What follows belongs to an exercise in optimizing a design on an open flow for small area and a short achievable clock period; a production flow would make more cautious choices.
Function was not checked in any run shown here: the RTL went through the layout flow alone.
Power is estimated from default activity; no workload was simulated.

## flow/design.v (module list and top-level ports; edited modules follow where they fit)
// module alu: 19 lines
// module alu_flags: 11 lines
// module bshift: 51 lines
// module cond: 25 lines
// module multiplier: 461 lines
// module inst_decode: 10 lines
// module arm7_execute: 140 lines
module arm7_execute (
	input             clk,
	input      [31:0] instr_i,   
	input      [31:0] rn_i,      
	input      [31:0] rd_i,      
	input      [31:0] rs_i,      
	input      [31:0] rm_i,      
	input      [31:0] pc_i,      
	input      [3:0]  nzcv_i,    
	output     [31:0] result_o,
	output     [3:0]  nzcv_o,
	output reg        wb_o,
	output reg        exec_o
);
  // ...
==> flow/flow/run.sh <==
#!/bin/bash
set -euo pipefail
MARGIN=$(cat flow/margin)
bash standard.sh SETUP_SLACK_MARGIN=$MARGIN \
  "BUFFER_PORTS_ARGS=-buffer_cell sky130_fd_sc_hd__buf_2" finish > flow_standard.log 2>&1
==> flow/flow/margin <==
8
==> flow/standard.sh <==
#!/bin/bash
# synth_recipe.tcl (not shown) runs the flow's synth.tcl, then flattens the netlist and writes it again
# the make line also repeats each setting of config.mk as NAME=value (left out here)
make -C /OpenROAD-flow-scripts/flow DESIGN_CONFIG=/design/flow/config.mk WORK_HOME=/design/flow/orfs CLKGATE_MAP_FILE= SYNTH_SCRIPT=/design/flow/synth_recipe.tcl "${@:-finish}"
==> flow/config.mk <==
export PLATFORM = sky130hd
export DESIGN_NAME = arm7_execute
export DESIGN_NICKNAME = arm7_execute
export VERILOG_FILES = /design/flow/design.v
export SDC_FILE = /design/flow/constraint.sdc
export NUM_CORES = 4
export LEC_CHECK = 0
export CAP_MARGIN = 20
export CORE_MARGIN = 2
export CORE_UTILIZATION = 40
export SLEW_MARGIN = 20
export TNS_END_PERCENT = 0
==> flow/constraint.sdc <==
create_clock -name core_clock -period 13.0 [get_ports {clk}]
set_input_delay 2.6000 -clock core_clock [delete_from_list [all_inputs] [get_ports {clk}]]
set_output_delay 2.6000 -clock core_clock [all_outputs]
set_load 0.01 [all_outputs]
==> impl_metrics.ini, run 1 <==
[outcome]
run_status = no timing/DRC/antenna violations

[global_routing]
grt_residual_overflow = 0
routing_usage_on_met3_pct = 6.478
grt_busiest_layer = met2

[die]
n_tap_cell = 846
coreArea_sq_mm = 0.06331

[sta]
finalSetupTns_ns = 0
measured_slew_at_the_worst_slew_check_pin_ns = 0.9672
final_hold_violating_endpoints = 0
finClkSkew_ns = 0.01450
final.period_utilization_pct = 44.89

[finish]
finalCoreUtilization_pct = 45.85
count_of_antenna_diodes_in_the_layout = 1
layout.cells.most_common_list = buf_2 (234), xnor2_1 (229), a21oi_1 (205), nor2_1 (175), inv_1 (174)
proportion_of_cell_area_occupied_by_registers_pct = 14.04
buffer_area_share_pct = 7.504
final_design_area_no_fill_sq_mm = 0.02903

[clock_network]
cts-hold-fix-buffers = 0
cts_inserted_buffers = 17
cts_max_path_buffers = 2

[setup_path]
setup.reg_to_reg.worst_slack_ns = 7.23
timing.critical_path.cells = buf_2 -> ha_1 -> nor2b_1 -> buf_4 -> nand2_1 -> a221oi_1 -> or2_0 -> a21oi_1 -> o22ai_1 -> nand2_1 -> a2111oi_0 -> a211o_1 -> o211ai_1
r2r_end = res_q[29]
worstSetupEndpointType = flip-flop
worstSetupStartpointType = input port
worstSetupPathType = in2reg

[synthesis]
yosys-top-cells-area = dfxtp_1 (16%), fa_1 (13%), xnor2_1 (7.8%)
post_synth_most_frequent_cells = xnor2_1 (230), clkbuf_1 (217), a21oi_1 (209)
post_synth_edffs = 0

[placed_design]
place_ws_ns = 6.229

[pwr]
clk_pwr_mw = 0.524
power.sequential.fraction_pct = 29.6
clock_power_share_pct = 17.8

[detailed_routing]
total_detailed_routing_wirelength_mm = 107.0
route.vias.total = 26207
postRouteAntennaNets = 0
==> module bshift, before the edit <==
module bshift(instr_bit_25, imm_value, Rm, Rs, cin, operand2, c_to_alu);
	input        instr_bit_25;
	input [11:0] imm_value;
	input [31:0] Rm;
	input [7:0]  Rs;
	input        cin;
	output [31:0] operand2;
	output        c_to_alu;
	wire [2:0] sh       = imm_value[6:4];
	wire       reg_form = sh[0];
	wire [7:0] amt  = reg_form ? Rs : {3'd0, imm_value[11:7]};
	wire [4:0] a5   = amt[4:0];
	wire       hi   = |amt[7:5];                  
	wire       az   = ~hi & (a5 == 5'd0);         
	wire       a32  = (amt[7:5] == 3'd1) & (a5 == 5'd0);
	wire       le64 = (amt[7:6] == 2'd0) | (amt == 8'd64);
	wire       lsl  = (sh[2:1] == 2'd0);
	wire       lsr  = (sh[2:1] == 2'd1);
	wire       asr  = (sh[2:1] == 2'd2);
	wire       ror  = (sh[2:1] == 2'd3);
	wire       rrx  = ror & ~reg_form & (a5 == 5'd0);
	wire       sign = Rm[31];
	wire       imm  = instr_bit_25;
	wire [31:0] src = imm ? {24'd0, imm_value[7:0]} : Rm;
	wire        pre = ~imm & lsl;
	wire [4:0]  r   = imm ? {imm_value[11:8], 1'b0} :
	                  rrx ? 5'd1 : (a5 ^ {5{lsl}});
	wire [31:0] sp = pre  ? {src[0],    src[31:1]}  : src;
	wire [31:0] s0 = r[0] ? {sp[0],     sp[31:1]}   : sp;
	wire [31:0] s1 = r[1] ? {s0[1:0],   s0[31:2]}   : s0;
	wire [31:0] s2 = r[2] ? {s1[3:0],   s1[31:4]}   : s1;
	wire [31:0] s3 = r[3] ? {s2[7:0],   s2[31:8]}   : s2;
	wire [31:0] rot = r[4] ? {s3[15:0], s3[31:16]}  : s3;
	wire m_ones = imm | ((ror | az) & ~rrx);
	wire m_left = ~imm & lsl & ~az & ~hi;
	wire m_right = ~imm & ((lsr & ~az & ~hi) | (asr & ~az & ~hi) | rrx |
	                       (asr & hi & ~a32 & sign & le64 & (amt != 8'd64)));
	wire [4:0] ma = rrx ? 5'd1 : a5;
	wire [31:0] rmask = 32'hffffffff >> ma;
	wire [31:0] lmask = 32'hffffffff << ma;
	wire [31:0] M = {32{m_ones}} | ({32{m_left}} & lmask) | ({32{m_right}} & rmask);
	wire f1   = ~imm & asr & hi;                  
	wire fill = ~imm & ((asr & ~az & ~hi) | (asr & a32) ? sign : (rrx ? cin : 1'b0));
	assign operand2 = ((rot | {32{f1}}) & M) | ({32{fill}} & ~M);
	wire c_rot31 = imm ? (imm_value[11:8] != 4'd0) :
	               ((lsr | asr) & ~az & ~hi) | (lsr & a32) | rrx | (ror & ~rrx & (a5 != 5'd0));
	wire c_rot0  = ~imm & lsl & ~az & (~hi | a32);
	wire c_const = (imm | az | (ror & ~rrx)) ? cin :
	               (asr & hi & le64) ? sign : 1'b0;
	assign c_to_alu = c_rot31 ? rot[31] : c_rot0 ? rot[0] : c_const;
endmodule
==> inputs of run 2 (changes only) <==
--- a/flow/design.v
+++ b/flow/design.v
@@ -66,8 +66,14 @@
 	wire m_right = ~imm & ((lsr & ~az & ~hi) | (asr & ~az & ~hi) | rrx |
 	                       (asr & hi & ~a32 & sign & le64 & (amt != 8'd64)));
 	wire [4:0] ma = rrx ? 5'd1 : a5;
-	wire [31:0] rmask = 32'hffffffff >> ma;
-	wire [31:0] lmask = 32'hffffffff << ma;
+	reg  [31:0] lmask, rmask;
+	integer i;
+	always @* begin
+		for (i = 0; i < 32; i = i + 1) begin
+			lmask[i]      = (ma <= i);
+			rmask[31 - i] = (ma <= i);
+		end
+	end
 	wire [31:0] M = {32{m_ones}} | ({32{m_left}} & lmask) | ({32{m_right}} & rmask);
 	wire f1   = ~imm & asr & hi;                  
 	wire fill = ~imm & ((asr & ~az & ~hi) | (asr & a32) ? sign : (rrx ? cin : 1'b0));
==> run 2 against run 1 <==
  * Largest power group unchanged
  * Via count down 3.6%
  * Sequential power down 2.6%
  * Clock power up 4%
  * Clock skew down 0.0011 ns
  * Critical path type unchanged
  * Sequential share of layout area up 0.25 points
  * Worst setup slack worse by 0.048 ns
  * Total power down 0.90%
  * Register-to-register slack worse by 0.07 ns
  * Highest routed layer unchanged
  * Clock-buffer cell count unchanged
==> impl_metrics.ini, run 2 <==
[setup_path]
timing.critical_path.required_ns = 13.35
timing.critical_path.max_delay_family = compound AO/OA/AOI/OAI gates
cp_slowest_cell = fa_1
timing.critical_path.cells = buf_2 -> ha_1 -> inv_1 -> fa_1 -> nor2b_1 -> o31a_1 -> o31ai_1 -> a21oi_1 -> a21oi_1 -> o21bai_1 -> nand3_1 -> a21boi_0 -> o21ai_0 -> mux2i_1 -> o21ai_0
worst-path-max-fanout = 16
worstSetupStartpointType = input port
arrival_ns = 6.24
worstSetupEndpointType = flip-flop
worstSetupPathType = in2reg
critical_path.max_stage_delay_ns = 0.42
critical_path.n_buffers_inverters = 2

[global_routing]
grt_residual_overflow = 0
grt_start_max_net_pins = 75
globalRouteTotalUtil_pct = 30.38
antenna_found_initial = 2
grt_pass1_vias = 24402
grt_first_pass_wirelength_mm = 154.6

[finish]
layout-area-overhead-vs-synth_pct = 10.99
final.fill_count = 6407
final_nets = 3661
mostFrequentLayoutCell = buf_2
count_of_antenna_diodes_in_the_layout = 0
multiInputGateArea_sq_mm = 0.02001
drive_gt1_share_pct = 15.45
final_design_area_no_fill_sq_mm = 0.02830
seq_area_sq_mm = 0.004043
layout.cells.most_common_list = buf_2 (233), xnor2_1 (222), a21oi_1 (210), nor2_1 (197), a221oi_1 (185)

[synthesis]
synthMostInstantiatedCell = xnor2_1
post_synth.cell_area_avg_sq_um = 8.196
post_synth_edffs = 0
netlist.top_cell.by_area = dfxtp_1
primary_flip_flop_cell_chosen_by_synthesis_mapping = dfxtp_1
synth-async-reset-ratio_pct = 0
synth_cell_types = 83
synth.ff_latch_count = 200
yosysTopAreaCellShare_pct = 15.70
yosys-top-cells-area = dfxtp_1 (16%), fa_1 (13%), xnor2_1 (7.7%)
seq_area_frac_synth_pct = 15.70
post_synth_inst_count = 3111
synthXorXnorAreaFrac_pct = 11.71
synth_compound_gate_area_share_pct = 29.00
mappedNetlistArea_sq_mm = 0.02550
yosys-mux-area-fraction_pct = 3.734
post_synth_most_frequent_cells = xnor2_1 (223), a21oi_1 (215), clkbuf_1 (210)
adder_cell_fraction_of_synth_area_pct = 19.39
synth_top_family_by_area = compound AO/OA/AOI/OAI gates
synthesis.nets = 3606
yosys_warnings = 3
yosys.area_share.simple_pct = 13.46

[clock_network]
clkLatencyLatePin_ns = 0.50
cts_max_path_buffers = 2
cts.htree.levels = 4
cts_tree = yes
worst_setup_hold_path_clk_slew_ns = 0.08
cts_sinks = 200
cts_inserted_buffers = 17
root_buffer = clkbuf_16

[pwr]
power.ir.vdd_worst_mv = 0.1059
power.static_leakage_nw = 11.61
cellPowerDensity_mw_per_mm2 = 102.9

[detailed_routing]
total_detailed_routing_wirelength_mm = 102.2
drcViolationCount = 0
drt_iter0_markers = 2844
postRouteAntennaNets = 0
drt_pass1_iterations = 7
route.vias.total = 25257
detail_route.wl_per_cell_um = 25.40
via_per_inst = 6.275

[die]
die_w_um = 256.5
placementRows = 92
fp.dieArea_sq_mm = 0.06578
ioPinCount = 235
die_h_um = 256.5
coreArea_sq_mm = 0.06308
initial_utilization_pct = 40.42

[sta]
final.period_utilization_pct = 45.26
finClkSkew_ns = 0.01345
fmax_mhz = 170.0
rsz0062_at_grt = yes
slew_violations = 0
fin_ws_ns = 7.117
worst_slew_margin_rel_pct = 32.62
finalSetupTns_ns = 0
final_hold_violating_endpoints = 0
final_setup_violation_count = 0
measured_slew_at_the_worst_slew_check_pin_ns = 0.9826
period_minus_slack_ns = 5.883

[hold_path]
hold_path.class = reg2reg

[placed_design]
place_area_sq_mm = 0.02715
detailed_place_hpwl_mm = 77.84
place_ws_ns = 6.452
place.gp.congestion = 0.9957
numPortBuffers = 234

[outcome]
run_status = no timing/DRC/antenna violations

[run]
cap_violations = 0
-- run 2: cell families (layout without fill, tap and decap cells) --
kind of cell | Yosys count | after routing
multiplexers | 87 | 87
flip-flops | 200 | 200
XOR/XNOR | 341 | 341
AND/OR/NAND/NOR | 696 | 696
AO/OA/AOI/OAI | 1030 | 1030
buffers and inverters | 459 | 527
adder cells (fa/ha/maj) | 298 | 298
-- run 2: final timing paths --
kind	startpoint	slack [ns]	depth (start not counted)	endpoint
setup / recovery	rm_i[1]	7.12	15	m3_q[31]
hold / removal	wb_q	0.33	0	wb_o
setup reg to reg	s2_q[0]	7.16	22	res_q[31]
hold reg to reg	wb_q	0.33	0	wb_o
-- run 2: area by class of cell --
type	instances	area share [%]
clock inverter	14	0.5261
sequential	200	14.28
clock buffer	18	1.552
inverter	181	2.405
tap	846	3.740
timing repair buffer	314	6.773
multi-input combinational	2452	70.72
-- run 2: worst reg2reg max path, cell delays in order, from the launching register on --
cell and delay [ns]:
dfxtp_2 0.34, buf_12 0.13, a22o_1 0.23, a221oi_2 0.23
xor2_1 0.27, fa_1 0.51, fa_2 0.42, inv_2 0.06
fa_1 0.42, fa_2 0.61, fa_2 0.49, ha_4 0.27
a21o_1 0.15, a21o_1 0.16, a21oi_2 0.15, nor2_1 0.06
a211oi_1 0.18, o31a_1 0.21, o211ai_1 0.16, a221oi_2 0.34
xnor2_2 0.17, nand2_1 0.10, o21ai_2 0.11
-- run 2: power by group --
group	internal (mW)	switching (mW)
sequential	0.716	0.130
combinational	0.625	0.898
clock	0.262	0.282
total	1.60	1.31
-- run 2: repair_timing --
action                                  4_1_cts  5_1_grt
endpoints found under the setup margin       83       88
buffers inserted                             14        4
pin swaps                                    25       20
gates cloned                                  3        0
endpoints found under the hold margin         0        0
resized for setup                            56       35
hold buffers                                  0        0
-- run 2: routing by layer --
| metal | vias up | track usage, % | part of all wire [%] |
|---|---|---|---|
| met5 | - | 0 | 0.013 |
| met4 | 2 | 16.26 | 5.9 |
| met3 | 312 | 5.239 | 7.9 |
| met2 | 1259 | 47.54 | 45 |
| met1 | 12158 | 39.94 | 42 |
| li1 | 11526 | - | - |
-- run 2: stage by stage --
step	power [mW]	util (%)	hold slack, ns	instances
after floorplan	1.801	-	0.3096	3111
after global placement	2.290	43.04	0.3108	3972
after detailed placement	2.292	43.04	0.3121	3972
after CTS	2.872	44.57	0.3340	4021
after global routing	3.099	44.86	0.3411	4025
final	2.911	44.86	0.3327	4025
==> inputs of run 3 (changes only) <==
--- a/flow/design.v
+++ b/flow/design.v
@@ -52,11 +52,10 @@
 	wire       sign = Rm[31];
 	wire       imm  = instr_bit_25;
 	wire [31:0] src = imm ? {24'd0, imm_value[7:0]} : Rm;
-	wire        pre = ~imm & lsl;
 	wire [4:0]  r   = imm ? {imm_value[11:8], 1'b0} :
-	                  rrx ? 5'd1 : (a5 ^ {5{lsl}});
-	wire [31:0] sp = pre  ? {src[0],    src[31:1]}  : src;
-	wire [31:0] s0 = r[0] ? {sp[0],     sp[31:1]}   : sp;
+	                  lsl ? (5'd0 - a5) :
+	                  rrx ? 5'd1 : a5;
+	wire [31:0] s0 = r[0] ? {src[0],    src[31:1]}  : src;
 	wire [31:0] s1 = r[1] ? {s0[1:0],   s0[31:2]}   : s0;
 	wire [31:0] s2 = r[2] ? {s1[3:0],   s1[31:4]}   : s1;
 	wire [31:0] s3 = r[3] ? {s2[7:0],   s2[31:8]}   : s2;
@@ -66,14 +65,8 @@
 	wire m_right = ~imm & ((lsr & ~az & ~hi) | (asr & ~az & ~hi) | rrx |
 	                       (asr & hi & ~a32 & sign & le64 & (amt != 8'd64)));
 	wire [4:0] ma = rrx ? 5'd1 : a5;
-	reg  [31:0] lmask, rmask;
-	integer i;
-	always @* begin
-		for (i = 0; i < 32; i = i + 1) begin
-			lmask[i]      = (ma <= i);
-			rmask[31 - i] = (ma <= i);
-		end
-	end
+	wire [31:0] rmask = 32'hffffffff >> ma;
+	wire [31:0] lmask = 32'hffffffff << ma;
 	wire [31:0] M = {32{m_ones}} | ({32{m_left}} & lmask) | ({32{m_right}} & rmask);
 	wire f1   = ~imm & asr & hi;                  
 	wire fill = ~imm & ((asr & ~az & ~hi) | (asr & a32) ? sign : (rrx ? cin : 1'b0));
==> run 3 against run 2 <==
  * Worst setup slack worse by 0.15 ns
  * Register-to-register slack worse by 0.20 ns
  * Synthesized cell count is 3.2% lower
  * Total power is 1.3% lower
  * Global-route usage is 3.0 points higher
  * Wire length is 7.8% higher
  * Sequential power is 0.9% higher
  * Combinational power is 4% lower
  * Critical path depth is 3 higher
  * Clock-buffer cell count stayed put
  * Synthesized area is 1.3% lower
  * Critical endpoint is now res_q[28]
  * Largest cell class unchanged
  * Largest power group unchanged
  * Highest routed layer is now met4
==> impl_metrics.ini, run 3 <==
[sta]
final.period_utilization_pct = 46.44
measured_slew_at_the_worst_slew_check_pin_ns = 1.072
finClkSkew_ns = 0.01820
finalSetupTns_ns = 0
fmax_mhz = 165.7
worst_slew_margin_rel_pct = 28.29
rsz0062_at_grt = yes
final_setup_violation_count = 0
period_minus_slack_ns = 6.037
final_hold_violating_endpoints = 0
slew_violations = 0

[setup_path]
worst-path-max-fanout = 8
worstSetupEndpointType = flip-flop
arrival_ns = 6.37
worstSetupPathType = reg2reg
worstSetupStartpointType = flip-flop
timing.critical_path.required_ns = 13.34

[global_routing]
globalRouteTotalUtil_pct = 33.36
grt_busiest_layer = met2
groute.layer.met1.usage_pct = 44.83
grt_residual_overflow = 0
grt_pass1_vias = 24109
globalRouteMet2Util_pct = 52.59
grt_first_pass_wirelength_mm = 160.8
antenna_found_initial = 7
grt_start_max_net_pins = 66
routing_usage_on_met3_pct = 5.522

[finish]
layout-area-overhead-vs-synth_pct = 10.51
seq_area_sq_mm = 0.004026
multiInputGateArea_sq_mm = 0.01966
final_nets = 3561
final.fill_count = 6310
drive_gt1_share_pct = 15.18
layout.cells.most_common_list = buf_2 (232), xnor2_1 (217), a21oi_1 (208), dfxtp_1 (184), a221oi_1 (181)
mostFrequentLayoutCell = buf_2
final_design_area_no_fill_sq_mm = 0.02782

[synthesis]
yosys.area_share.simple_pct = 12.52
synthMostInstantiatedCell = xnor2_1
synthesis.nets = 3509
synth-async-reset-ratio_pct = 0
post_synth_most_frequent_cells = xnor2_1 (217), a21oi_1 (213), clkbuf_1 (206)
synth_top_family_by_area = compound AO/OA/AOI/OAI gates
netlist.top_cell.by_area = dfxtp_1
synth_compound_gate_area_share_pct = 28.39
yosys_warnings = 2
yosys-mux-area-fraction_pct = 4.413
post_synth.cell_area_avg_sq_um = 8.359
primary_flip_flop_cell_chosen_by_synthesis_mapping = dfxtp_1
synthXorXnorAreaFrac_pct = 11.72
mappedNetlistArea_sq_mm = 0.02518
adder_cell_fraction_of_synth_area_pct = 19.74
seq_area_frac_synth_pct = 15.90
synth_cell_types = 93
post_synth_inst_count = 3012
post_synth_edffs = 0
synth.ff_latch_count = 200
yosys-top-cells-area = dfxtp_1 (16%), fa_1 (13%), xnor2_1 (7.5%)
yosysTopAreaCellShare_pct = 15.90

[run]
cap_violations = 0

[detailed_routing]
postRouteAntennaNets = 0
detail_route.wl_per_cell_um = 28.14
route.vias.total = 25328
total_detailed_routing_wirelength_mm = 110.2
drt_iter0_markers = 2995
drt_pass1_iterations = 9
drcViolationCount = 0
via_per_inst = 6.466

[pwr]
cellPowerDensity_mw_per_mm2 = 103.3
power.sequential.fraction_pct = 29.7
combinationalPowerShare_pct = 50.8
intPower_mw = 1.578
power.ir.vdd_worst_mv = 0.07764
power.static_leakage_nw = 11.53
netSwitchingFraction_pct = 45.07
clock_power_share_pct = 19.5
net-switching-power_mw = 1.295

[clock_network]
cts_tree = yes
cts-hold-fix-buffers = 0
root_buffer = clkbuf_16
worst_setup_hold_path_clk_slew_ns = 0.08
cts_inserted_buffers = 17
cts_max_path_buffers = 2
cts.htree.levels = 4
clkLatencyLatePin_ns = 0.51
cts_sinks = 200

[die]
die_w_um = 254.9
initial_utilization_pct = 40.65
placementRows = 91
ioPinCount = 235
coreArea_sq_mm = 0.06194
fp.dieArea_sq_mm = 0.06496
die_h_um = 254.9

[placed_design]
detailed_place_hpwl_mm = 82.96
place.gp.congestion = 0.9656
place_area_sq_mm = 0.02670
numPortBuffers = 234

[outcome]
run_status = no timing/DRC/antenna violations

[hold_path]
hold_path.class = reg2reg
run 3: what timing repair did:
action / CTS / global route
buffers inserted: 8 / 3
pin swaps: 11 / 6
setup endpoints to repair: 78 / 91
cloned: 3 / 1
gates resized for setup: 63 / 27
run 3: worst paths after layout:
check / endpoint / cells after the start / from / slack, ns
setup / recovery: res_q[28] / 18 / m3_q[12] / 6.96
hold / removal: exec_o / 0 / exec_q / 0.34
setup reg to reg: res_q[28] / 18 / m3_q[12] / 6.96
hold reg to reg: exec_o / 0 / exec_q / 0.34
run 3: power groups by stage:
stage,logic [mW],clock network (mW),registers (mW)
after CTS,1.43,0.572,0.844
final,1.46,0.561,0.853
after floorplan,0.948,0,0.802
after global placement,1.37,0,0.855
after global routing,1.58,0.594,0.860
after detailed placement,1.39,0,0.857
run 3: worst max-delay path, cell delays in order (launching register included):
cell and delay (ns):
dfxtp_1 0.81, a221oi_1 0.23, xor2_1 0.23, fa_1 0.58
inv_1 0.05, fa_1 0.45, fa_2 0.61, fa_1 0.47
ha_1 0.37, a21oi_1 0.17, o21ai_0 0.18, a311o_1 0.39
a221o_1 0.34, a31oi_4 0.18, a21oi_2 0.09, a211oi_2 0.28
buf_4 0.17, xor2_1 0.15, a21oi_1 0.12
run 3: layout make-up:
type                            count  share of cell area [%]
Timing Repair Buffer              304                   6.476
Clock inverter                     14                  0.5711
Sequential cell                   200                   14.47
Antenna cell                        3                 0.02698
Tap cell                          837                   3.764
Inverter                          180                   2.455
Multi-Input combinational cell   2361                   70.66
Clock buffer                       18                   1.578
run 3: kinds of logic (layout without fill, tap and decap cells):
family          after synthesis  after routing
flops                       200            200
compound gates              982            984
mux                         103            103
simple gates                637            637
other cells                   0              3
fa+ha+maj                   300            300
xor+xnor                    337            337
buf+inv                     453            516
run 3: routing by layer:
layer,up-vias,wire (um)
li1,11173,-
met1,12497,46140
met2,1397,50000
met3,261,8983
met4,0,5100
met5,-,0
run 3: through the flow:
stage	total power [mW]	cells	hold slack [ns]	utilization (%)	setup WS (ns)
floorplan	1.750	3012	0.3096	-	6.805
global placement	2.228	3867	0.3121	43.11	5.225
detailed placement	2.249	3867	0.3193	43.11	5.041
CTS	2.843	3910	0.3396	44.64	7.056
global route	3.031	3916	0.3421	44.92	6.917
finish	2.873	3917	0.3362	44.92	6.963
==> inputs of run 4 (changes only) <==
--- a/flow/config.mk
+++ b/flow/config.mk
@@ -9,4 +9,4 @@
 export CORE_MARGIN = 2
 export CORE_UTILIZATION = 40
 export SLEW_MARGIN = 20
-export TNS_END_PERCENT = 0
+export TNS_END_PERCENT = 5
==> run 4 against run 3 <==
  * Critical path depth increased by 1
  * Core utilization increased by 1.8 points
  * Non-clock buffer count increased by 61
  * Worst setup slack improved by 0.16 ns
  * Via count increased by 2.5%
  * Combinational power increased by 5%
  * Die area unchanged
  * Final cell count increased by 1.5%
  * Total power increased by 3.3%
  * Register-to-register slack improved by 0.16 ns
  * Clock skew increased by 0.0072 ns
  * Sequential cell count unchanged
==> impl_metrics.ini, run 4 <==
[pwr]
power.static_leakage_nw = 11.98
cellPowerDensity_mw_per_mm2 = 102.5
power.ir.vdd_worst_mv = 0.09620

[synthesis]
netlist.top_cell.by_area = dfxtp_1
synth_cell_types = 93
yosys_warnings = 2
synthMostInstantiatedCell = xnor2_1
post_synth_inst_count = 3012
synthesis.nets = 3509
seq_area_frac_synth_pct = 15.90
yosysTopAreaCellShare_pct = 15.90
synth.ff_latch_count = 200
synth-async-reset-ratio_pct = 0
mappedNetlistArea_sq_mm = 0.02518
primary_flip_flop_cell_chosen_by_synthesis_mapping = dfxtp_1
post_synth_most_frequent_cells = xnor2_1 (217), a21oi_1 (213), clkbuf_1 (206)
yosys-top-cells-area = dfxtp_1 (16%), fa_1 (13%), xnor2_1 (7.5%)
post_synth_edffs = 0
post_synth.cell_area_avg_sq_um = 8.359

[detailed_routing]
via_per_inst = 6.531
drt_iter0_markers = 3258
drt_pass1_iterations = 9
drcViolationCount = 0
detail_route.wl_per_cell_um = 28.36
postRouteAntennaNets = 0
route.vias.total = 25972
total_detailed_routing_wirelength_mm = 112.8

[sta]
final_setup_violation_count = 0
worst_slew_margin_rel_pct = 23.10
slew_violations = 0
final.period_utilization_pct = 45.18
finalSetupTns_ns = 0
fmax_mhz = 170.3
final_hold_violating_endpoints = 0
rsz0062_at_grt = yes
period_minus_slack_ns = 5.873
finClkSkew_ns = 0.02540
measured_slew_at_the_worst_slew_check_pin_ns = 1.150

[die]
fp.dieArea_sq_mm = 0.06496
coreArea_sq_mm = 0.06194
die_h_um = 254.9
ioPinCount = 235
initial_utilization_pct = 40.65
placementRows = 91
die_w_um = 254.9

[outcome]
run_status = no timing/DRC/antenna violations

[finish]
final.fill_count = 6212
drive_gt1_share_pct = 18.55
layout.cells.most_common_list = buf_2 (228), xnor2_1 (216), a21oi_1 (205), dfxtp_1 (179), inv_1 (174)
final_nets = 3621
layout-area-overhead-vs-synth_pct = 14.99
finalCoreUtilization_pct = 46.74
mostFrequentLayoutCell = buf_2

[clock_network]
cts_max_path_buffers = 2
worst_setup_hold_path_clk_slew_ns = 0.08
clkLatencyLatePin_ns = 0.51
cts_tree = yes
cts_sinks = 200
root_buffer = clkbuf_16
cts_inserted_buffers = 17
cts.htree.levels = 4

[hold_path]
holdPathEnd = wb_o
hold_path.class = reg2reg
holdPathStages = 0
worstHoldStart = wb_q

[global_routing]
grt_pass1_vias = 25220
grt_first_pass_wirelength_mm = 165.4
antenna_found_initial = 9
grt_start_max_net_pins = 66
grt_residual_overflow = 0
globalRouteTotalUtil_pct = 34.27

[placed_design]
place.gp.congestion = 1.001
numPortBuffers = 234
detailed_place_hpwl_mm = 83.19

[setup_path]
r2r.worst_path.cells = 19
worst-path-max-fanout = 15
worstSetupPathType = reg2reg
reg2reg_from = rm_q[17]
setup.reg_to_reg.worst_slack_ns = 7.13
r2r_end = res_q[30]
worstSetupEndpointType = flip-flop
arrival_ns = 6.24
timing.critical_path.required_ns = 13.36
worstSetupStartpointType = flip-flop

[run]
cap_violations = 0
run 4: cell counts after synthesis:
No cell type changed its count.
run 4: per-stage QoR:
stage	hold WS [ns]	cell area [sq um]	instances	total power [mW]	setup slack (ns)
finish	0.3319	28950	3977	2.967	7.127
global route	0.3363	28950	3976	3.122	7.007
CTS	0.3316	28710	3971	2.913	7.083
detailed placement	0.3132	26790	3871	2.252	4.925
global placement	0.3139	26790	3871	2.228	5.117
floorplan	0.3096	25250	3012	1.753	6.809
run 4: cell type report:
cell class / instances / area, sq um / share of cell area, %
multi-input cells: 2360 / 20010 / 69.12
flip-flops and latches: 200 / 4048 / 13.98
repair buffers: 365 / 2555 / 8.825
well taps: 837 / 1047 / 3.617
inverters: 180 / 683.2 / 2.360
clock buffers: 20 / 446.7 / 1.543
clock inverters: 12 / 153.9 / 0.5316
diodes: 3 / 7.507 / 0.02593
run 4: repair_timing:
item                                   in CTS  in global routing
hold buffers                                0                  0
endpoints found under the hold margin       0                  0
resized for setup                         138                 49
cloned                                     10                  0
setup endpoints to repair                  85                 92
buffers inserted                           58                  3
pin swaps                                  31                 27
run 4: how the worst max path moves through the flow:
stage           endpoint       start  cells after the start  slack, ns
5_1_grt        res_q[28]    rm_q[13]                     20       7.01
6_report       res_q[30]    rm_q[17]                     19       7.13
4_1_cts        res_q[30]    rm_q[13]                     20       7.08
3_3_place_gp     m3_q[0]  instr_i[4]                     13       5.12
2_1_floorplan   m3_q[30]  instr_i[4]                     22       6.81
3_5_place_dp     m3_q[0]  instr_i[4]                     13       4.93
run 4: per-layer routing:
layer | global-route usage [%] | up-vias | wire length, um
met2 | 53.70 | 1581 | 50410
met1 | 44.21 | 12733 | 44290
met3 | 6.946 | 355 | 10910
li1 | - | 11295 | -
met4 | 18.78 | 8 | 7139
met5 | 0 | - | 43
run 4: power by group:
part	switching [mW]	internal, mW	total (mW)
registers	0.138	0.715	0.853
clock network	0.279	0.296	0.574
logic	0.902	0.638	1.54
total	1.32	1.65	2.97
run 4: critical path: stages, from the launching register on:
cell,delay (ns)
dfxtp_4,0.42
a22o_1,0.27
a221oi_2,0.27
xor2_2,0.16
fa_1,0.57
inv_2,0.05
fa_2,0.36
fa_1,0.48
fa_2,0.61
fa_2,0.49
ha_4,0.26
a21boi_1,0.13
a311o_1,0.31
a221o_1,0.35
a31oi_4,0.21
a21oi_2,0.10
a211oi_2,0.29
a21oi_1,0.13
xnor2_1,0.19
a21oi_2,0.09
run 4: cells by family after synthesis:
kind of cell	Yosys count	share of synthesized area [%]
mux	103	4.413
compound gates	982	28.39
xor+xnor	337	11.72
simple gates	637	12.52
fa+ha+maj	300	19.74
flops	200	15.90
buf+inv	453	7.305
==> inputs of run 5 (changes only) <==
--- a/flow/design.v
+++ b/flow/design.v
@@ -36,6 +36,8 @@
 	input        cin;
 	output [31:0] operand2;
 	output        c_to_alu;
+	wire   [31:0] reg_out;
+	wire          reg_c;
 	wire [2:0] sh       = imm_value[6:4];
 	wire       reg_form = sh[0];
 	wire [7:0] amt  = reg_form ? Rs : {3'd0, imm_value[11:7]};
@@ -50,12 +52,13 @@
 	wire       ror  = (sh[2:1] == 2'd3);
 	wire       rrx  = ror & ~reg_form & (a5 == 5'd0);
 	wire       sign = Rm[31];
-	wire       imm  = instr_bit_25;
+	wire       imm  = 1'b0;   
 	wire [31:0] src = imm ? {24'd0, imm_value[7:0]} : Rm;
+	wire        pre = ~imm & lsl;
 	wire [4:0]  r   = imm ? {imm_value[11:8], 1'b0} :
-	                  lsl ? (5'd0 - a5) :
-	                  rrx ? 5'd1 : a5;
-	wire [31:0] s0 = r[0] ? {src[0],    src[31:1]}  : src;
+	                  rrx ? 5'd1 : (a5 ^ {5{lsl}});
+	wire [31:0] sp = pre  ? {src[0],    src[31:1]}  : src;
+	wire [31:0] s0 = r[0] ? {sp[0],     sp[31:1]}   : sp;
 	wire [31:0] s1 = r[1] ? {s0[1:0],   s0[31:2]}   : s0;
 	wire [31:0] s2 = r[2] ? {s1[3:0],   s1[31:4]}   : s1;
 	wire [31:0] s3 = r[3] ? {s2[7:0],   s2[31:8]}   : s2;
@@ -65,18 +68,33 @@
 	wire m_right = ~imm & ((lsr & ~az & ~hi) | (asr & ~az & ~hi) | rrx |
 	                       (asr & hi & ~a32 & sign & le64 & (amt != 8'd64)));
 	wire [4:0] ma = rrx ? 5'd1 : a5;
-	wire [31:0] rmask = 32'hffffffff >> ma;
-	wire [31:0] lmask = 32'hffffffff << ma;
+	reg  [31:0] lmask, rmask;
+	integer i;
+	always @* begin
+		for (i = 0; i < 32; i = i + 1) begin
+			lmask[i]      = (ma <= i);
+			rmask[31 - i] = (ma <= i);
+		end
+	end
 	wire [31:0] M = {32{m_ones}} | ({32{m_left}} & lmask) | ({32{m_right}} & rmask);
 	wire f1   = ~imm & asr & hi;                  
 	wire fill = ~imm & ((asr & ~az & ~hi) | (asr & a32) ? sign : (rrx ? cin : 1'b0));
-	assign operand2 = ((rot | {32{f1}}) & M) | ({32{fill}} & ~M);
+	assign reg_out = ((rot | {32{f1}}) & M) | ({32{fill}} & ~M);
 	wire c_rot31 = imm ? (imm_value[11:8] != 4'd0) :
 	               ((lsr | asr) & ~az & ~hi) | (lsr & a32) | rrx | (ror & ~rrx & (a5 != 5'd0));
 	wire c_rot0  = ~imm & lsl & ~az & (~hi | a32);
 	wire c_const = (imm | az | (ror & ~rrx)) ? cin :
 	               (asr & hi & le64) ? sign : 1'b0;
-	assign c_to_alu = c_rot31 ? rot[31] : c_rot0 ? rot[0] : c_const;
+	assign reg_c = c_rot31 ? rot[31] : c_rot0 ? rot[0] : c_const;
+	wire [4:0]  ri = {imm_value[11:8], 1'b0};
+	wire [31:0] i0 = {24'd0, imm_value[7:0]};
+	wire [31:0] i1 = ri[1] ? {i0[1:0],   i0[31:2]}   : i0;
+	wire [31:0] i2 = ri[2] ? {i1[3:0],   i1[31:4]}   : i1;
+	wire [31:0] i3 = ri[3] ? {i2[7:0],   i2[31:8]}   : i2;
+	wire [31:0] iv = ri[4] ? {i3[15:0],  i3[31:16]}  : i3;
+	wire        ic = (imm_value[11:8] == 4'd0) ? cin : iv[31];
+	assign operand2 = instr_bit_25 ? iv : reg_out;
+	assign c_to_alu = instr_bit_25 ? ic : reg_c;
 endmodule
 module cond(nzcv, condition_code, will_this_be_executed);
 	input  [3:0] nzcv;
--- a/flow/config.mk
+++ b/flow/config.mk
@@ -9,4 +9,4 @@
 export CORE_MARGIN = 2
 export CORE_UTILIZATION = 40
 export SLEW_MARGIN = 20
-export TNS_END_PERCENT = 5
+export TNS_END_PERCENT = 0
==> run 5 against run 4 <==
  * Critical path type unchanged
  * Still clean on timing, DRC and antenna
  * Synthesized area increased by 5.0%
  * Worst setup slack better by 0.050 ns
  * Highest routed layer is now met4
  * Wire length is 3.1% lower
==> impl_metrics.ini, run 5 <==
[global_routing]
grt_first_pass_wirelength_mm = 160.9
antenna_found_initial = 6
grt_start_max_net_pins = 66
grt_pass1_vias = 25277
grt_residual_overflow = 0
globalRouteTotalUtil_pct = 31.20

[detailed_routing]
route.vias.total = 26947
total_detailed_routing_wirelength_mm = 109.2
drt_iter0_markers = 3594
via_per_inst = 6.425
drcViolationCount = 0
drt_pass1_iterations = 6
postRouteAntennaNets = 0
detail_route.wl_per_cell_um = 26.05

[pwr]
power.ir.vdd_worst_mv = 0.09439
cellPowerDensity_mw_per_mm2 = 97.97
power.static_leakage_nw = 12.16

[sta]
finalSetupTns_ns = 0
final_setup_violation_count = 0
finClkSkew_ns = 0.02084
fmax_mhz = 171.7
slew_violations = 0
worst_slew_margin_rel_pct = 24.49
measured_slew_at_the_worst_slew_check_pin_ns = 1.133
fin_ws_ns = 7.177
fin_worst_hold_slack_ns = 0.3288
period_minus_slack_ns = 5.823
final.period_utilization_pct = 44.80
final_hold_violating_endpoints = 0
rsz0062_at_grt = yes

[synthesis]
synth-async-reset-ratio_pct = 0
yosys_warnings = 3
synthMostInstantiatedCell = nand2_1
netlist.top_cell.by_area = dfxtp_1
primary_flip_flop_cell_chosen_by_synthesis_mapping = dfxtp_1
post_synth_inst_count = 3282
yosys-top-cells-area = dfxtp_1 (15%), fa_1 (12%), xnor2_1 (7.5%)
post_synth_most_frequent_cells = nand2_1 (266), xnor2_1 (226), clkbuf_1 (218)
synth_cell_types = 93
synthesis.nets = 3777
post_synth_edffs = 0
seq_area_frac_synth_pct = 15.14
post_synth.cell_area_avg_sq_um = 8.058
synth.ff_latch_count = 200
yosysTopAreaCellShare_pct = 15.14
mappedNetlistArea_sq_mm = 0.02645

[setup_path]
reg2reg_from = s2_q[0]
timing.critical_path.required_ns = 13.34
arrival_ns = 6.17
worst-path-max-fanout = 11
worstSetupEndpointType = flip-flop
critical_path.startpoint = s2_q[0]
worstSetupPathType = reg2reg
worstSetupStartpointType = flip-flop

[finish]
layout.cells.non_filler = 4194
drive_gt1_share_pct = 15.26
seq_area_sq_mm = 0.004036
final.fill_count = 6675
mostFrequentLayoutCell = nand2_1
layout.cells.most_common_list = nand2_1 (264), buf_2 (226), xnor2_1 (224), nor2_1 (213), a21oi_1 (203)
finalCoreUtilization_pct = 44.66
layout-area-overhead-vs-synth_pct = 10.83
final_nets = 3810
multiInputGateArea_sq_mm = 0.02095

[outcome]
run_status = no timing/DRC/antenna violations

[placed_design]
place_ws_ns = 6.043
place.gp.congestion = 1.002
dpl.cell_count = 4144
detailed_place_hpwl_mm = 81.90
numPortBuffers = 234

[run]
cap_violations = 0

[hold_path]
hold_path.class = reg2reg
worstHoldStart = a31_q

[clock_network]
cts_max_path_buffers = 2
cts_tree = yes
root_buffer = clkbuf_16
worst_setup_hold_path_clk_slew_ns = 0.09
cts_sinks = 200
cts.htree.levels = 4
clkLatencyLatePin_ns = 0.49
cts_inserted_buffers = 17

[die]
die_w_um = 261.1
die_h_um = 261.1
placementRows = 94
initial_utilization_pct = 40.30
fp.dieArea_sq_mm = 0.06819
ioPinCount = 235
coreArea_sq_mm = 0.06563
[run 5: logic make-up after synthesis]
family	after synthesis	synth area share, %
fa+ha+maj	298	18.70
xor+xnor	340	11.26
buf+inv	487	7.277
simple gates	792	14.25
compound gates	1070	29.52
flops	200	15.14
mux	95	3.856
[run 5: repair_timing]
action	4_1_cts	5_1_grt
buffers inserted	11	2
hold buffers	0	0
setup endpoints to repair	85	96
resized for setup	81	32
pin swaps	21	15
cloned	3	0
[run 5: per-stage QoR]
step                      total power, mW  instance area [sq um]
final                               2.872                  29310
after global routing                3.036                  29310
after CTS                           2.830                  29150
after detailed placement            2.199                  28030
after global placement              2.198                  28030
after floorplan                     1.731                  26550
[run 5: critical path, cell delays in order (launching register included)]
cell      delay, ns
dfxtp_4        0.36
buf_12         0.14
a22o_1         0.20
a221oi_1       0.27
xor2_1         0.32
fa_1           0.51
fa_1           0.41
inv_1          0.07
fa_1           0.44
fa_2           0.64
fa_1           0.47
ha_1           0.35
or2_2          0.33
a21o_1         0.20
a21oi_1        0.24
a21oi_4        0.07
a41oi_2        0.26
a21oi_2        0.11
xnor2_2        0.19
a21oi_1        0.09
[run 5: path summary, 6_finish.rpt]
check	end	slack, ns	cells after the start
setup / recovery	res_q[31]	7.18	19
hold / removal	a31_o	0.33	0
setup reg to reg	res_q[31]	7.18	19
hold reg to reg	a31_o	0.33	0
[run 5: cell type report]
cell class | instances | area share (%)
diodes | 2 | 0.01708
multi-input cells | 2596 | 71.48
well taps | 864 | 3.688
inverters | 190 | 2.472
repair buffers | 310 | 6.416
flip-flops and latches | 200 | 13.77
clock inverters | 13 | 0.6403
clock buffers | 19 | 1.511
[run 5: power breakdown]
part,internal (mW),switching [mW],leakage (nW)
Sequential,0.707,0.108,1.67
Clock,0.329,0.254,0.313
Combinational,0.584,0.890,10.2
Total,1.62,1.25,12.2
[run 5: per-layer routing]
layer  GRT usage [%]  up-vias  share of wire (%)  wire (um)
li1                -    12066                  -          -
met1           40.02    12955                 39      42690
met2           50.07     1588                 46      49900
met3           5.643      338                9.5      10400
met4           16.19        0                5.7       6257
met5               0        -                  0          0
==> inputs of run 6 (changes only) <==
--- a/flow/config.mk
+++ b/flow/config.mk
@@ -9,4 +9,4 @@
 export CORE_MARGIN = 2
 export CORE_UTILIZATION = 40
 export SLEW_MARGIN = 20
-export TNS_END_PERCENT = 0
+export TNS_END_PERCENT = 10
==> run 6 against run 5 <==
  * Wire length rose by 2.6%
  * Synthesized area did not move
  * First-iteration DRC count rose by 9.9%
  * Register-to-register slack improved by 0.09 ns
  * Combinational power rose by 4%
  * Largest cell class unchanged
  * Largest power group unchanged
==> impl_metrics.ini, run 6 <==
[outcome]
run_status = no timing/DRC/antenna violations

[synthesis]
netlist.top_cell.by_area = dfxtp_1
primary_flip_flop_cell_chosen_by_synthesis_mapping = dfxtp_1
synth-async-reset-ratio_pct = 0
yosysTopAreaCellShare_pct = 15.14
seq_area_frac_synth_pct = 15.14
mappedNetlistArea_sq_mm = 0.02645
synth.ff_latch_count = 200
yosys-top-cells-area = dfxtp_1 (15%), fa_1 (12%), xnor2_1 (7.5%)
post_synth.cell_area_avg_sq_um = 8.058
post_synth_most_frequent_cells = nand2_1 (266), xnor2_1 (226), clkbuf_1 (218)
synthMostInstantiatedCell = nand2_1
yosys_warnings = 3
synthesis.nets = 3777
post_synth_inst_count = 3282
post_synth_edffs = 0
synth_cell_types = 93

[die]
fp.dieArea_sq_mm = 0.06819
placementRows = 94
die_h_um = 261.1
coreArea_sq_mm = 0.06563
initial_utilization_pct = 40.30
ioPinCount = 235
die_w_um = 261.1

[placed_design]
detailed_place_hpwl_mm = 81.47
place.gp.congestion = 0.9874
numPortBuffers = 234
place_ws_ns = 6.345
dpl.cell_count = 4141

[finish]
layout.cells.most_common_list = nand2_1 (258), xnor2_1 (223), buf_2 (219), nor2_1 (210), a21oi_1 (196)
layout-area-overhead-vs-synth_pct = 15.16
drive_gt1_share_pct = 18.86
mostFrequentLayoutCell = nand2_1
final.fill_count = 6519
final_nets = 3854
layout.cells.non_filler = 4237
seq_area_sq_mm = 0.004081
multiInputGateArea_sq_mm = 0.02144

[setup_path]
reg2reg_from = s1_q[0]
timing.critical_path.required_ns = 13.38
r2r.worst_path.cells = 20
setup.reg_to_reg.worst_slack_ns = 7.26
r2r_end = res_q[29]
timing.critical_path.cells = buf_6 -> a221oi_4 -> xor2_1 -> fa_1 -> inv_2 -> fa_2 -> fa_1 -> fa_2 -> fa_1 -> ha_4 -> and2_4 -> nand3_4 -> or2_4 -> o22ai_4 -> a31oi_4 -> a21oi_4 -> a41oi_2 -> buf_4 -> xor2_1 -> a21oi_2
arrival_ns = 6.12
worstSetupEndpointType = flip-flop
worstSetupStartpointType = flip-flop
cp_slowest_cell = fa_1
timing.critical_path.mode_cell = fa_1
worst-path-max-fanout = 19
critical_path.max_stage_delay_ns = 0.60
worstSetupPathType = reg2reg

[detailed_routing]
drt_iter0_markers = 3949
detail_route.wl_per_cell_um = 26.47
drt_pass1_iterations = 26
total_detailed_routing_wirelength_mm = 112.1
route.vias.total = 27304
via_per_inst = 6.444
postRouteAntennaNets = 0
drcViolationCount = 0

[sta]
final_setup_violation_count = 0
final.period_utilization_pct = 44.12
worst_slew_margin_rel_pct = 36.36
slew_violations = 0
rsz0062_at_grt = yes
measured_slew_at_the_worst_slew_check_pin_ns = 0.9540
finClkSkew_ns = 0.02127
final_hold_violating_endpoints = 0
finalSetupTns_ns = 0
fmax_mhz = 174.3
period_minus_slack_ns = 5.736
fin_ws_ns = 7.264

[pwr]
power.static_leakage_nw = 12.59
cellPowerDensity_mw_per_mm2 = 95.65
power.ir.vdd_worst_mv = 0.07471
post_layout_total_power_mw = 2.913

[clock_network]
cts_max_path_buffers = 2
root_buffer = clkbuf_16
clkLatencyLatePin_ns = 0.49
cts-hold-fix-buffers = 0
cts_sinks = 200
worst_setup_hold_path_clk_slew_ns = 0.08
cts.htree.levels = 4
cts_inserted_buffers = 17
cts_tree = yes

[run]
cap_violations = 0

[global_routing]
grt_start_max_net_pins = 66
grt_residual_overflow = 0
grt_first_pass_wirelength_mm = 163.5
globalRouteTotalUtil_pct = 31.71
grt_pass1_vias = 25547
antenna_found_initial = 4

[hold_path]
worstHoldStart = wb_q
hold_path.class = reg2reg
holdPathEnd = wb_o
holdPathStages = 0
-- run 6: cell counts after synthesis --
No cell type changed its count.
-- run 6: area by class of cell --
| type | instances | share of cell area, % |
|---|---|---|
| timing repair buffer | 351 | 8.286 |
| clock buffer | 21 | 1.545 |
| clock inverter | 11 | 0.4396 |
| sequential | 200 | 13.40 |
| inverter | 190 | 2.362 |
| multi-input combinational | 2599 | 70.41 |
| tap | 864 | 3.550 |
| antenna | 1 | 0.008217 |
-- run 6: worst max-delay path, delay by kind of cell, from the launching register on --
kind | cells | cell delay [ns]
AO/OA/AOI/OAI | 6 | 0.99
XOR/XNOR | 2 | 0.35
adder cells (fa/ha/maj) | 6 | 2.76
buffers and inverters | 3 | 0.50
flip-flops | 1 | 0.48
AND/OR/NAND/NOR | 3 | 0.53
-- run 6: how the worst max path moves through the flow --
stage | from | end | slack, ns | cells after the start
floorplan | rs_i[24] | hi8_q[7] | 7.31 | 13
global placement | instr_i[6] | m3_q[24] | 6.40 | 15
detailed placement | instr_i[4] | csh_q | 6.35 | 10
CTS | s4_q[0] | res_q[31] | 7.28 | 21
global route | s2_q[1] | res_q[30] | 7.11 | 19
finish | s1_q[0] | res_q[29] | 7.26 | 20
-- run 6: kinds of logic after synthesis --
logic type | after synthesis | synth area share [%]
buffers and inverters | 487 | 7.277
AOI/OAI and AO/OA | 1070 | 29.52
xor gates and xnor gates | 340 | 11.26
muxes | 95 | 3.856
and+or+nand+nor | 792 | 14.25
adders and majority gates | 298 | 18.70
DFF | 200 | 15.14
-- run 6: timing repair --
| action | in CTS | in global routing |
|---|---|---|
| setup buffers | 38 | 15 |
| pin swaps | 46 | 34 |
| cloned | 8 | 2 |
| endpoints found under the setup margin | 81 | 85 |
| endpoints found under the hold margin | 0 | 0 |
| resized for setup | 179 | 96 |
-- run 6: per-layer routing --
metal | up-vias | track usage, % | routed length (um)
met1 | 13003 | 39.61 | 43100
met4 | 0 | 17.36 | 7140
met5 | - | 0 | 0
met2 | 1719 | 50.90 | 50850
met3 | 420 | 6.911 | 11050
li1 | 12162 | - | -
-- run 6: stage by stage --
step | hold slack, ns | utilization, % | cell area [sq um]
floorplan | 0.3096 | - | 26720
global placement | 0.3119 | 42.81 | 28100
detailed placement | 0.3144 | 42.82 | 28100
CTS | 0.3304 | 45.52 | 29870
global route | 0.3382 | 46.41 | 30460
finish | 0.3319 | 46.41 | 30460
-- run 6: where the power goes --
part | internal (mW) | leakage [nW] | total (mW) | switching [mW]
sequential | 0.706 | 1.68 | 0.827 | 0.121
combinational | 0.634 | 10.6 | 1.53 | 0.897
clock | 0.287 | 0.298 | 0.555 | 0.268

-- re-timing with driven ports --
No port has a modelled driver above. Below, the same layouts with a new extraction and two added sets of constraints.
Step 1: set_driving_cell puts a clkbuf_16 on clk and a buf_2 on each other input, an assumption about the parent block.
Step 2, shift: input delay + t, output delay - t, t = (earliest + latest rising clock arrival at the registers) / 2. This alone moves slack from input paths to output paths.
Slacks: ideal ports / drivers / drivers and shift; pairs: ideal ports / drivers.
run | t (ns) | setup slack, ns | hold WS [ns] | clock arrival spread, ns | worst slew at a driven data input, ns
run 1 | 0.546 | 7.164 / 7.199 / 6.652 | 0.333 / 0.333 / 0.333 | 0.015 / 0.015 | 0.06
run 2 | 0.555 | 7.117 / 7.154 / 6.599 | 0.333 / 0.333 / 0.333 | 0.014 / 0.014 | 0.06
run 3 | 0.563 | 6.963 / 6.963 / 6.449 | 0.336 / 0.336 / 0.336 | 0.022 / 0.022 | 0.11
run 4 | 0.555 | 7.127 / 7.127 / 6.655 | 0.332 / 0.332 / 0.332 | 0.033 / 0.032 | 0.14
run 5 | 0.545 | 7.177 / 7.177 / 6.725 | 0.329 / 0.329 / 0.329 | 0.023 / 0.024 | 0.07
run 6 | 0.536 | 7.264 / 7.264 / 6.996 | 0.332 / 0.332 / 0.332 | 0.021 / 0.022 | 0.12
After both steps every run listed still meets setup and hold. The setup slack of run 2, which loses most, moves by +0.037 ns with the drivers and by -0.518 ns with both steps.
